Background: an optimization exercise with open tools, aiming at small area. Do not read the settings as production practice.
Only simulation tests tie the RTL to the original design; equivalence was not proved.
Power figures rest on the tool's default switching activity, not on a simulated workload.

Setup of red:
==> flow/design.v (excerpt) <==
module matching_cost
#(
	parameter  MAXDISPARITY = 64 ,
	parameter  MATCHINGCOSTBITWID = 6 ,
	parameter  INPUTDATAWID = 63,
	parameter  OUTPUTDATAWID = 385
  )
(
	input wire                      clk ,
	input wire                      en ,
	input wire[INPUTDATAWID-1:0]    leftCTstream ,
	input wire[INPUTDATAWID-1:0]    rightCTstream ,
	output wire[OUTPUTDATAWID-1:0]  MatchingCost ,
	input  wire                     rst_n
);
For scale: roughly 510 I/O pins.
clock: 6.67 ns
lec_check: 0
cap_margin: 20
core_margin: 2
core_utilization: 70
place_density: 0.8
slew_margin: 20
standard.sh (not shown) runs the stock make flow with config.mk's settings and CLKGATE_MAP_FILE= SYNTH_SCRIPT=/design/flow/synth_recipe.tcl, a recipe that flattens the netlist after the stock synthesis.
==> flow/flow/run.sh <==
#!/bin/bash
# Own layout flow: the standard flow (standard.sh: synthesis, floorplan,
# placement, CTS, routing, finish) with two changes:
#  - the ports are buffered with sky130_fd_sc_hd__buf_1 (one buffer per port, as
#    in the standard flow) instead of the cell buffer_ports picks by default;
#  - CTS runs with the arguments below (sink clustering settings).
# Every tool's output goes to its own log under orfs/logs/ (ORFS's per-step logs);
# make's own output goes to make.log in the work folder.
set -euo pipefail
export BUFFER_PORTS_ARGS="-buffer_cell sky130_fd_sc_hd__buf_1"
export CTS_ARGS="-sink_clustering_enable -repair_clock_nets -sink_clustering_size 25 -sink_clustering_max_diameter 80 -dont_use_dummy_load"
export MAX_REPAIR_ANTENNAS_ITER_DRT=12
export RECOVER_POWER=100
bash standard.sh > make.log 2>&1
To summarise red: no stage aborted, but the layout did not pass its checks, failing on capacitance limit, slew limit.
## Diff of input files: blue against red
- CAP_MARGIN now 5, was 20
- SLEW_MARGIN now 5, was 20
-- flow/flow/run.sh --
<<< red, line 11
export CTS_ARGS="-sink_clustering_enable -repair_clock_nets -sink_clustering_size 25 -sink_clustering_max_diameter 80 -dont_use_dummy_load"
export MAX_REPAIR_ANTENNAS_ITER_DRT=12
export RECOVER_POWER=100
bash standard.sh > make.log 2>&1
>>> blue, line 11
export CTS_ARGS="-sink_clustering_enable -repair_clock_nets -sink_clustering_size 25 -sink_clustering_max_diameter 80 -dont_use_dummy_load"
export MAX_REPAIR_ANTENNAS_ITER_DRT=12
bash standard.sh > make.log 2>&1
Findings:
- Per the comparison of blue with red, number of placement rows essentially unchanged; power essentially unchanged; critical path depth increased 4; total clock network power essentially unchanged; fmax increased about 4.6%.
- Synthesized cell count: blue vs red identical
- blue finished every step from synthesis to the final layout, and the layout passed the timing, DRC and antenna checks.
- blue reports a higher post-layout utilization of the core than red does.
- As far as number of non-clock buffers in the layout is concerned, red and blue perform about the same.
- In terms of multi-input gate share of total cell area, red and blue differ only marginally.
Here is what was changed in the inputs of green compared with blue.
- CAP_MARGIN changed from 5 to 20
- PLACE_DENSITY removed (was 0.8)
- CTS_CLUSTER_DIAMETER newly set to 80
- SLEW_MARGIN changed from 5 to 20
- CTS_CLUSTER_SIZE newly set to 25
- CORE_UTILIZATION changed from 70 to 40
### Flow results
- green did not stop at any stage, and its layout met the timing, DRC and antenna checks.
- Tightest slew margin relative to the limit: green vs blue up 15 points
- Summary — maximum frequency, green relative to blue: higher, by about 4%.
- Against blue as the reference, green delivers a lower total routing resource utilization after global routing.
- Looking at final cell count without fillers across blue and green, the one that comes out higher is green.
- Compared with blue, final instance area in green increased by a few percent.
- The run showing the greater part of the total power dissipated in combinational logic is blue.
- green falls short of blue in worst hold slack.
What orange does differently from green at the input level:
- CTS_CLUSTER_SIZE: 25 -> unset
- CTS_CLUSTER_DIAMETER: 80 -> unset
- PLACE_DENSITY: unset -> 0.8
- CORE_UTILIZATION: 40 -> 70
-- flow/flow/run.sh --
<<< green, line 9
set -euo pipefail
export BUFFER_PORTS_ARGS="-buffer_cell sky130_fd_sc_hd__buf_1"
export CTS_ARGS="-sink_clustering_enable -repair_clock_nets -sink_clustering_size 25 -sink_clustering_max_diameter 80 -dont_use_dummy_load"
export MAX_REPAIR_ANTENNAS_ITER_DRT=12
bash standard.sh > make.log 2>&1
>>> orange, line 9
set -euo pipefail
export BUFFER_PORTS_ARGS="-buffer_cell sky130_fd_sc_hd__buf_1"
export CTS_ARGS="-sink_clustering_enable -repair_clock_nets -sink_clustering_size 30 -sink_clustering_max_diameter 50 -dont_use_dummy_load"
export MAX_REPAIR_ANTENNAS_ITER_DRT=12
bash standard.sh > make.log 2>&1
### Flow results
From green to orange the numbers moved as follows: sequential share of layout area has increased, first-pass GRT wire length lost 3.6%. orange against green: clock group power increased by about 23% relative to the old numbers; global-route usage increased by 17 points relative to the old numbers; width of the die decreased by about 24% relative to the old numbers; via count of the first global-routing pass increased by about 7% relative to the old numbers. Post-layout utilization of the core: orange vs green up 32 points. The die used by orange is smaller than the one used by green. Compared with green, orange shows routed wire length lower by 46 mm. Count of plain and timing-repair buffers ended up 7.1% lower on orange than on green. | combinational power | green vs orange | ≈ equal |.

## port drivers added, routing unchanged
No port has a modelled driver above. Below, the same layouts with a new extraction and two added sets of constraints. Step 1 (the two cells are an assumption about what drives the block):
set clk [get_ports {clk}]
set_driving_cell -lib_cell sky130_fd_sc_hd__clkbuf_16 $clk
set_driving_cell -lib_cell sky130_fd_sc_hd__buf_2 [delete_from_list [all_inputs] $clk]
Step 2 adds t to the input delays and takes it off the output delays; t is the mean of the earliest and latest rising clock arrival at the registers after step 1. Input paths then give back, and output paths get back, about the clock's delay inside the block. Slacks: ideal ports / drivers / drivers and shift; pairs: ideal ports / drivers.
run	t (ns)	slack for setup (ns)	pins driven straight from the clock port
red	1.080	-0.154 / -0.277 / -0.856	1
blue	1.087	0.144 / 0.144 / 0.144	1
green	1.115	0.402 / 0.402 / 0.252	1
orange	1.116	0.190 / 0.190 / 0.174	1
The setup slack of red, which loses most, moves by -0.123 ns with the drivers and by -0.702 ns with both steps.
